What follows belongs to an exercise in optimizing a design on an open flow for small area; a production flow would make more cautious choices.
In this exercise RTL edits were held to simulation tests only and were not proved equivalent to the original.
Power figures rest on the tool's default switching activity, not on a simulated workload.

Design AHBPERIPH, start of the top module:
module AHBPERIPH(
  input  wire        HCLK,
  input  wire        HRESETn,
  input  wire [31:0] HADDR,
  input  wire [1:0]  HTRANS,
  input  wire        HWRITE,
  input  wire [31:0] HWDATA,
  output wire [31:0] HRDATA,
  output wire        HREADY,
  input  wire        RsRx,
  output wire        RsTx,
  input  wire        capture_event,
  output wire        PWM_OUT,
  input  wire [15:0] GPIOIN,
  output wire [15:0] GPIOOUT,
  output wire [6:0]  seg,
  output wire        dp,
  output wire [3:0]  an,
  output wire        uart_irq,
  output wire        timer_irq,
  output wire        gpio_irq
);
  localparam [2:0] S_Z  = 3'b001;   
  localparam [2:0] S_N  = 3'b011;   
  localparam [2:0] S_UU = 3'b000;   
  localparam [2:0] S_GU = 3'b010;   
  localparam [2:0] S_U  = 3'b100;
  localparam [2:0] S_T  = 3'b101;
  localparam [2:0] S_G  = 3'b110;
  localparam [2:0] S_S  = 3'b111;
  wire h_aligned = (HADDR[7:5] == 3'b000) & (HADDR[1:0] == 2'b00);
  reg [2:0] slot_n;
  always @* begin
    case (HADDR[31:24])
      8'h51: slot_n = h_aligned ? S_U : S_UU;
      8'h52: slot_n = h_aligned ? S_T : S_Z;
      8'h53: slot_n = h_aligned ? S_G : S_GU;
      8'h54: slot_n = h_aligned ? S_S : S_Z;
      8'h00, 8'h50, 8'h55, 8'h56, 8'h57, 8'h58: slot_n = S_Z;
      default: slot_n = S_N;
    endcase
  end
  reg [2:0] a_slot;
  reg [2:0] a_idx;      
  reg       a_wr;
  reg       a_tr;
  always @(posedge HCLK)
    if (HREADY) begin
      a_slot <= slot_n;
      a_idx  <= HADDR[4:2];
      a_wr   <= HWRITE;
      a_tr   <= HTRANS[1];
    end
  reg rflag;
  always @(posedge HCLK or negedge HRESETn)
    if (!HRESETn) rflag <= 1'b1;
    else          rflag <= 1'b0;
  wire [2:0] d_slot = rflag ? S_Z : a_slot;
  wire ra0 = (a_idx == 3'd0);
  wire ra1 = (a_idx == 3'd1);
  wire ra2 = (a_idx == 3'd2);
  wire ra3 = (a_idx == 3'd3);
  wire ra4 = (a_idx == 3'd4);
  wire ra5 = (a_idx == 3'd5);
  wire acc_w = a_tr & a_wr;
  wire sel_u = a_tr & (a_slot == S_U);
  wire wr_t  = acc_w & (a_slot == S_T);
  wire wr_g  = acc_w & (a_slot == S_G);
  wire wr_s  = acc_w & (a_slot == S_S);
  wire tx_full, tx_empty, rx_full, rx_empty;
  wire [3:0] tx_rptr, rx_rptr;
  wire [127:0] tx_mem, rx_mem;
  assign HREADY = ~((d_slot[1:0] == 2'b00) & tx_full);
  ...
Size: roughly 2,100 cells after synthesis, roughly 630 flip-flops.
Settings: LEC_CHECK=0, CAP_MARGIN=20, CORE_MARGIN=2, CORE_UTILIZATION=40, PLACE_DENSITY=0.6, SLEW_MARGIN=20; clock period 10.0 ns.
standard.sh (not shown) runs the stock make flow with config.mk's settings and CLKGATE_MAP_FILE= SYNTH_SCRIPT=/design/flow/synth_recipe.tcl, a recipe that flattens the netlist after the stock synthesis.
==> flow/flow/run.sh <==
#!/bin/bash
set -euo pipefail
W=$PWD
# Synthesis script: synth_recipe.tcl with abc's -script argument replaced.
{
  echo "proc abc {args} {"
  echo "  set i [lsearch -exact \$args -script]"
  echo "  if {\$i >= 0} { lset args [expr {\$i + 1}] $W/flow/area.abc }"
  echo "  yosys abc {*}\$args"
  echo "}"
  cat synth_recipe.tcl
} > my_synth.tcl
sed "s|SYNTH_SCRIPT=[^ ]*|SYNTH_SCRIPT=$W/my_synth.tcl|" standard.sh > my_standard.sh
grep -q "SYNTH_SCRIPT=$W/my_synth.tcl" my_standard.sh
export BUFFER_PORTS_ARGS="-buffer_cell sky130_fd_sc_hd__buf_1"
export CTS_ARGS="-sink_clustering_enable -repair_clock_nets -dont_use_dummy_load -buf_list sky130_fd_sc_hd__clkbuf_4 -root_buf sky130_fd_sc_hd__clkbuf_16 -sink_clustering_size 10 -sink_clustering_max_diameter 40"
bash my_standard.sh > standard.log 2>&1
==> flow/flow/area.abc <==
strash
dc2
&get -n
&deepsyn -T 30
&put
dc2
dch -f
amap -m -F 4 -A 8
The starting point went through all stages and came out clean.
Edit:
--- a/flow/flow/run.sh
+++ b/flow/flow/run.sh
@@ -14,4 +14,4 @@
 grep -q "SYNTH_SCRIPT=$W/my_synth.tcl" my_standard.sh
 export BUFFER_PORTS_ARGS="-buffer_cell sky130_fd_sc_hd__buf_1"
-export CTS_ARGS="-sink_clustering_enable -repair_clock_nets -dont_use_dummy_load -buf_list sky130_fd_sc_hd__clkbuf_4 -root_buf sky130_fd_sc_hd__clkbuf_16 -sink_clustering_size 10 -sink_clustering_max_diameter 40"
+export CTS_ARGS="-sink_clustering_enable -repair_clock_nets -dont_use_dummy_load -buf_list sky130_fd_sc_hd__clkbuf_4 -root_buf sky130_fd_sc_hd__clkbuf_16 -sink_clustering_size 8 -sink_clustering_max_diameter 40"
 bash my_standard.sh > standard.log 2>&1
=> Design area stays flat; sequential power barely changes; power went up by 1.9%; worst setup slack improves by 0.35 ns; non-clock buffer count went down by 5; clock power went up by about 3%; worst hold slack improves by 0.026 ns.
Edit:
- GPL_TIMING_DRIVEN: default -> 0
The changed run passed the timing, design-rule and antenna checks.
Die area barely changes.
Critical path depth decreases by 8.
Routed wire length stays flat.
Area after synthesis barely changes.
Via count grows slightly.
Clock skew hardly moves.
Non-clock buffer count fell by 3.
Power hardly moves.
Worst setup slack improves by 0.20 ns.
Utilization went up by 0.15 points.

---

AHBPERIPH, a different RTL version from the one above (not shown whole).
For scale: about 630 flip-flops, roughly 26000 um^2 of cells after synthesis.
clock: 10.0 ns
lec_check: 0
cap_margin: 20
core_margin: 2
core_utilization: 65
place_density: 0.8
slew_margin: 20
==> flow/flow/run.sh <==
#!/bin/bash
set -euo pipefail
W=$PWD
# Synthesis script: synth_recipe.tcl with abc's -script argument replaced.
{
  echo "proc abc {args} {"
  echo "  set i [lsearch -exact \$args -script]"
  echo "  if {\$i >= 0} { lset args [expr {\$i + 1}] $W/flow/area.abc }"
  echo "  yosys abc {*}\$args"
  echo "}"
  cat synth_recipe.tcl
} > my_synth.tcl
sed "s|SYNTH_SCRIPT=[^ ]*|SYNTH_SCRIPT=$W/my_synth.tcl|" standard.sh > my_standard.sh
grep -q "SYNTH_SCRIPT=$W/my_synth.tcl" my_standard.sh
export BUFFER_PORTS_ARGS="-buffer_cell sky130_fd_sc_hd__buf_1"
export CTS_ARGS="-sink_clustering_enable -repair_clock_nets -dont_use_dummy_load -buf_list sky130_fd_sc_hd__clkbuf_4 -root_buf sky130_fd_sc_hd__clkbuf_16 -sink_clustering_size 10 -sink_clustering_max_diameter 40"
bash my_standard.sh > standard.log 2>&1
Scripts as last shown in full above: flow/flow/area.abc
The first run produced a clean layout.
Then changed:
--- a/flow/flow/run.sh
+++ b/flow/flow/run.sh
@@ -14,4 +14,4 @@
 grep -q "SYNTH_SCRIPT=$W/my_synth.tcl" my_standard.sh
 export BUFFER_PORTS_ARGS="-buffer_cell sky130_fd_sc_hd__buf_1"
-export CTS_ARGS="-sink_clustering_enable -repair_clock_nets -dont_use_dummy_load -buf_list sky130_fd_sc_hd__clkbuf_4 -root_buf sky130_fd_sc_hd__clkbuf_16 -sink_clustering_size 10 -sink_clustering_max_diameter 40"
+export CTS_ARGS="-sink_clustering_enable -repair_clock_nets -dont_use_dummy_load -buf_list sky130_fd_sc_hd__clkbuf_4 -root_buf sky130_fd_sc_hd__clkbuf_16 -sink_clustering_size 9 -sink_clustering_max_diameter 40"
 bash my_standard.sh > standard.log 2>&1
CORE_UTILIZATION = 40   (was 65)
PLACE_DENSITY = 0.6   (was 0.8)
What happened: The changed run completed without violations; cell count rose by 12%; register-to-register slack improves by 0.06 ns; wire length increases by 6.6%.
Then changed:
--- a/flow/flow/run.sh
+++ b/flow/flow/run.sh
@@ -14,4 +14,4 @@
 grep -q "SYNTH_SCRIPT=$W/my_synth.tcl" my_standard.sh
 export BUFFER_PORTS_ARGS="-buffer_cell sky130_fd_sc_hd__buf_1"
-export CTS_ARGS="-sink_clustering_enable -repair_clock_nets -dont_use_dummy_load -buf_list sky130_fd_sc_hd__clkbuf_4 -root_buf sky130_fd_sc_hd__clkbuf_16 -sink_clustering_size 9 -sink_clustering_max_diameter 40"
+export CTS_ARGS="-sink_clustering_enable -repair_clock_nets -dont_use_dummy_load -buf_list {sky130_fd_sc_hd__clkbuf_2 sky130_fd_sc_hd__clkbuf_4 sky130_fd_sc_hd__clkbuf_8} -root_buf sky130_fd_sc_hd__clkbuf_16 -sink_clustering_size 9 -sink_clustering_max_diameter 40"
 bash my_standard.sh > standard.log 2>&1
Power went up by roughly a tenth.
Hold slack is better by 0.0042 ns.
Final cell count stays the same.
Cell area is higher slightly.
Register-to-register slack gets worse by 0.05 ns.
Setup slack degrades by 0.048 ns.
Synthesized cell count does not change.
Then changed:
--- a/flow/flow/run.sh
+++ b/flow/flow/run.sh
@@ -14,4 +14,4 @@
 grep -q "SYNTH_SCRIPT=$W/my_synth.tcl" my_standard.sh
 export BUFFER_PORTS_ARGS="-buffer_cell sky130_fd_sc_hd__buf_1"
-export CTS_ARGS="-sink_clustering_enable -repair_clock_nets -dont_use_dummy_load -buf_list {sky130_fd_sc_hd__clkbuf_2 sky130_fd_sc_hd__clkbuf_4 sky130_fd_sc_hd__clkbuf_8} -root_buf sky130_fd_sc_hd__clkbuf_16 -sink_clustering_size 9 -sink_clustering_max_diameter 40"
+export CTS_ARGS="-sink_clustering_enable -repair_clock_nets -dont_use_dummy_load -buf_list sky130_fd_sc_hd__clkbuf_4 -root_buf sky130_fd_sc_hd__clkbuf_16 -sink_clustering_size 9 -sink_clustering_max_diameter 40"
 bash my_standard.sh > standard.log 2>&1
CORE_UTILIZATION = 65   (was 40)
PLACE_DENSITY = 0.8   (was 0.6)
Result: Global-route usage rose by 12 points; synthesized cell count does not change; die area came out lower by about 40%.

## static timing again, ports no longer ideal
No port has a modelled driver above. Below, the same layouts with a new extraction and two added sets of constraints. Step 1: set_driving_cell puts a clkbuf_16 on HCLK and a buf_2 on each other input, an assumption about the parent block. Step 2 adds t to the input delays and takes it off the output delays; t is the mean of the earliest and latest rising clock arrival at the registers after step 1. Input paths then give back, and output paths get back, about the clock's delay inside the block. a / b / c = ideal / step 1 / step 2; a / b = the first two.
| run | t, ns | setup slack, ns | pins driven straight from the clock port |
|---|---|---|---|
| the first run of note 1 | 0.624 | 1.804 / 1.804 / 1.804 | 1 |
| the second run of note 1 | 0.610 | 2.159 / 2.159 / 2.159 | 1 |
| the third run of note 1 | 0.625 | 2.355 / 2.307 / 2.355 | 1 |
| the first run of note 2 | 0.619 | 0.950 / 0.950 / 0.950 | 1 |
| the second run of note 2 | 0.619 | 1.009 / 1.009 / 1.009 | 1 |
| the third run of note 2 | 0.618 | 0.961 / 0.961 / 0.961 | 1 |
| the fourth run of note 2 | 0.613 | 0.960 / 0.960 / 0.960 | 1 |
After both steps every run listed still meets setup and hold.
